From an optimization exercise on the open Yosys and OpenROAD flow, aimed at small area; shortcuts taken in it are not production practice.
Function was checked by simulation only, so behaviour that the tests miss may differ from the original.
Power and IR drop assume default switching activity.

Setup of cedar:
// conv
module conv(
           input Aclk,
           input rst,
           input [7:0] Xin,
           input [7:0] Kin,
           output [7:0] Rout,
           output result_done
       );
reg [3:0] cnt;           
always @(posedge Aclk)
    if (rst) cnt <= 4'd0;
    else if (cnt != 4'd15) cnt <= cnt + 4'd1;
assign result_done = cnt[3] & (cnt[2] | cnt[1]);    
reg [7:0] kr0, kr1, kr2, kr3;
wire [7:0] kin_m = (cnt[3:2] == 2'b00) ? Kin : kr3;
always @(posedge Aclk) begin
    kr0 <= kin_m; kr1 <= kr0; kr2 <= kr1; kr3 <= kr2;
end
reg [7:0] d1, d2;
always @(posedge Aclk) begin
    d1 <= Xin; d2 <= d1;
end
reg xs_in, xs_d1, xs_d2, ys_in, ys_d1, ys_d2;
always @(*) begin
    xs_in = (cnt == 4'd3) | (cnt == 4'd4);
    xs_d2 = (cnt == 4'd5) | (cnt == 4'd6);
    xs_d1 = (cnt == 4'd1) | (cnt == 4'd2) | (cnt == 4'd7) | (cnt == 4'd8);
    ys_in = (cnt == 4'd4) | (cnt == 4'd5);
    ys_d2 = (cnt == 4'd6) | (cnt == 4'd7);
    ys_d1 = (cnt == 4'd2) | (cnt == 4'd3) | (cnt == 4'd8) | (cnt == 4'd9);
end
wire [7:0] px = ({8{xs_in}} & Xin) | ({8{xs_d1}} & d1) | ({8{xs_d2}} & d2);
wire [7:0] py = ({8{ys_in}} & Xin) | ({8{ys_d1}} & d1) | ({8{ys_d2}} & d2);
wire clrx = (cnt == 4'd1) | (cnt == 4'd5);
wire accx_on = (cnt == 4'd2) | (cnt == 4'd3) | (cnt == 4'd4) |
               (cnt == 4'd6) | (cnt == 4'd7) | (cnt == 4'd8);
wire hx_on = cnt[3] & cnt[0];                  
wire hy_on = cnt[3] & ~cnt[0] & (cnt[2] | cnt[1]);   
wire clry = (cnt == 4'd2) | (cnt == 4'd6);
reg [7:0] accx, accy, hx, hy;
wire [7:0] nx, ny;
wire [7:0] ax = ({8{accx_on}} & accx) | ({8{hx_on}} & hx) | ({8{hy_on}} & hy);
mac8 mx(.p(px), .k(kr0), .a(ax), .y(nx));
mac8 my(.p(py), .k(kr1), .a(clry ? 8'd0 : accy), .y(ny));
always @(posedge Aclk) begin
    accx <= nx;
    accy <= ny;
    if (~cnt[1] & cnt[0]) hx <= accx;    
    if (cnt[1] & ~cnt[0]) hy <= accy;    
end
assign Rout = {8{result_done}} & accx;
endmodule
For scale: ~4600 um2 of cells after synthesis.
clock: 10.0 ns
lec_check: 0
cap_margin: 20
core_margin: 2
core_utilization: 40
cts_buf_list: sky130_fd_sc_hd__clkbuf_8
slew_margin: 20
run.sh (not shown) runs the stock make flow with config.mk's settings and CLKGATE_MAP_FILE= SYNTH_SCRIPT=/design/flow/synth_recipe.tcl, a recipe that flattens the netlist after the stock synthesis.
cedar closes out successfully: all stages finished, all timing, DRC and antenna checks passed.
> inputs changed (cedar -> violet)
==> flow/flow/run.sh (new file) <==
#!/bin/bash
# Standard layout with the smallest port buffers and a leaner clock tree.
set -euo pipefail
export BUFFER_PORTS_ARGS="-buffer_cell sky130_fd_sc_hd__buf_1"
export CTS_ARGS="-sink_clustering_enable -repair_clock_nets -buf_list sky130_fd_sc_hd__clkbuf_8 -root_buf sky130_fd_sc_hd__clkbuf_8 -sink_clustering_size 12 -dont_use_dummy_load"
bash standard.sh > standard.log 2>&1
==> flow/standard.sh (new file) <==
#!/bin/bash
# synth_recipe.tcl (not shown) runs the flow's synth.tcl, then flattens the netlist and writes it again
# the make line also repeats each setting of config.mk as NAME=value (left out here)
make -C /OpenROAD-flow-scripts/flow DESIGN_CONFIG=/design/flow/config.mk WORK_HOME=/design/flow/orfs CLKGATE_MAP_FILE= SYNTH_SCRIPT=/design/flow/synth_recipe.tcl "${@:-finish}"
removed: flow/run.sh
### Flow results
- violet went all the way through synthesis, placement and routing and the layout is clean on timing, DRC and antenna.
- Between cedar and violet, the flow reports ratio of routed vias to standard cells decreasing by a few percent.
- Estimated wirelength of the detail-placed design (violet vs. cedar) increases slightly
- In terms of first-pass GRT wire length, violet and cedar differ only marginally.
- Post-synthesis instance total came out exactly the same in cedar and violet.
- On net count reported at finish, cedar tracks violet almost exactly.
--- input diff violet..onyx ---
==> flow/flow/run.sh <==
#!/bin/bash
# The standard layout (standard.sh) with these changes:
#  - synthesis skips the quick ABC pass inside Yosys's fine stage, so that
#    extract_fa sees the adder trees as written, and maps the rest with
#    flow/area.script (see flow/mysynth.tcl); the registers are unchanged;
#  - port buffers are the smallest buffer cell;
#  - the clock tree uses clkbuf_8 leaves, a clkbuf_8 root and no dummy loads.
set -euo pipefail
export OWN_WORK="$PWD"
export OWN_ABC_SCRIPT="$PWD/flow/area.script"
export SYNTH_ARGS="-noabc"
export BUFFER_PORTS_ARGS="-buffer_cell sky130_fd_sc_hd__buf_1"
export CTS_ARGS="-sink_clustering_enable -repair_clock_nets -buf_list sky130_fd_sc_hd__clkbuf_8 -root_buf sky130_fd_sc_hd__clkbuf_8 -dont_use_dummy_load"
sed "s|SYNTH_SCRIPT=[^ ]*|SYNTH_SCRIPT=$PWD/flow/mysynth.tcl|" standard.sh > own_standard.sh
grep -q "SYNTH_SCRIPT=$PWD/flow/mysynth.tcl" own_standard.sh
bash own_standard.sh > standard.log 2>&1
==> flow/flow/area.script (new file) <==
&get -n
&st
&dch
&nf -R 1000
&put
topo
dnsize -c
==> flow/flow/mysynth.tcl (new file) <==
# The standard flow's synthesis script (synth_recipe.tcl), with ABC's final mapping run
# from flow/area.script: area-recovering mapping without the speed script's
# buffering and upsizing (the clock period leaves ample slack).
proc abc {args} {
  set i [lsearch -exact $args -script]
  if { $i >= 0 } { lset args [expr {$i + 1}] $::env(OWN_ABC_SCRIPT) }
  yosys abc {*}$args
}
source $::env(OWN_WORK)/synth_recipe.tcl
-- flow/config.mk --
<<< violet, line 8
export CAP_MARGIN = 20
export CORE_MARGIN = 2
export CORE_UTILIZATION = 40
export CTS_BUF_LIST = sky130_fd_sc_hd__clkbuf_8
export SLEW_MARGIN = 20
>>> onyx, line 8
export CAP_MARGIN = 20
export CORE_MARGIN = 2
export CORE_UTILIZATION = 70
export SLEW_MARGIN = 20
Results
- Vias: onyx fewer than violet
- onyx | stages: all done | timing, DRC, antenna: all pass
- The more densely filled core belongs to onyx, not violet.
- Routed wire length on met2 (lower): onyx
- [diff] synthesized area, onyx relative to violet: improvement
Relative to onyx, the following input files were edited for yarrow:
==> flow/flow/run.sh <==
#!/bin/bash
# Standard layout with the smallest port buffers and a leaner clock tree.
set -euo pipefail
export BUFFER_PORTS_ARGS="-buffer_cell sky130_fd_sc_hd__buf_1"
export CTS_ARGS="-sink_clustering_enable -repair_clock_nets -buf_list sky130_fd_sc_hd__clkbuf_8 -root_buf sky130_fd_sc_hd__clkbuf_8 -sink_clustering_size 16 -dont_use_dummy_load"
bash standard.sh > standard.log 2>&1
-- flow/config.mk --
<<< onyx, line 8
export CAP_MARGIN = 20
export CORE_MARGIN = 2
export CORE_UTILIZATION = 70
export SLEW_MARGIN = 20
>>> yarrow, line 8
export CAP_MARGIN = 20
export CORE_MARGIN = 2
export CORE_UTILIZATION = 40
export CTS_BUF_LIST = sky130_fd_sc_hd__clkbuf_8
export SLEW_MARGIN = 20
removed: flow/flow/area.script
removed: flow/flow/mysynth.tcl
Results
yarrow: flow completed, timing, DRC and antenna clean. Number of standard cells after synthesis: yarrow vs onyx up 7.7%. Area: yarrow vs onyx -> yarrow larger. Of onyx and yarrow, yarrow shows the higher internal power of the cells, with onyx below it. The share of synthesized area spent on multiplexers in yarrow sits 0.39 points above the value recorded for onyx. | leakage power figure | higher: onyx |. Sort onyx and yarrow by global-route usage, ascending, and yarrow comes first. yarrow vs onyx, die area went up by about 80%. Compared with onyx, in yarrow power density normalized to cell area went down 8.2 nW/um2, hold slack moved up.
For sierra, these inputs were changed with respect to yarrow:
==> flow/flow/run.sh <==
#!/bin/bash
# Standard layout, but the port buffers are the smallest buffer cell.
set -euo pipefail
export BUFFER_PORTS_ARGS="-buffer_cell sky130_fd_sc_hd__buf_1"
bash standard.sh > standard.log 2>&1
### Flow results
- Summary of the comparison: post-route cell area is higher in sierra, relative to yarrow.
- Looking at relative contribution of combinational cells to total power, sierra sits 1.5 points below yarrow.
- Internal power component (lower): yarrow
- | worst setup slack | sierra vs yarrow | 0.014 ns higher |
- Changes observed in sierra relative to yarrow: sequential share of layout area now sits lower, total power per unit cell area shows an increase of about 3.4%, via count climbed 59, switching share of power has decreased, overall power after layout now sits higher.
- Higher first-iteration DRC count among yarrow and sierra: yarrow

## afterwards: timing with drivers on the ports
The results above use ideal ports. As a check the final layouts listed here were re-extracted and re-timed, cells and wires unchanged. Step 1 assumes that a clkbuf_16 drives the clock port and a buf_2 every other input. Step 2 also shifts input and output timing later by t, the mid clock arrival at the registers, as if the neighbouring blocks saw the same clock. Three values: no drivers, after step 1, after step 2; two values: the first two.
| run | t, ns | setup slack, ns | clock arrival spread, ns | slew at the worst register clock pin (ns) | cell pins on the clock port's net |
|---|---|---|---|---|---|
| cedar | 0.396 | 1.365 / 1.378 / 0.982 | 0.014 / 0.014 | 0.10 / 0.10 | 1 |
| violet | 0.381 | 1.756 / 1.769 / 1.389 | 0.019 / 0.019 | 0.08 / 0.08 | 1 |
| onyx | 0.368 | 2.257 / 2.257 / 2.066 | 0.027 / 0.027 | 0.09 / 0.09 | 1 |
| yarrow | 0.381 | 1.756 / 1.769 / 1.389 | 0.019 / 0.019 | 0.08 / 0.08 | 1 |
| sierra | 0.385 | 1.770 / 1.770 / 1.399 | 0.016 / 0.015 | 0.09 / 0.09 | 1 |
After both steps setup and hold are still met in every run listed. The setup slack of cedar, which loses most, moves by +0.013 ns with the drivers and by -0.383 ns with both steps.
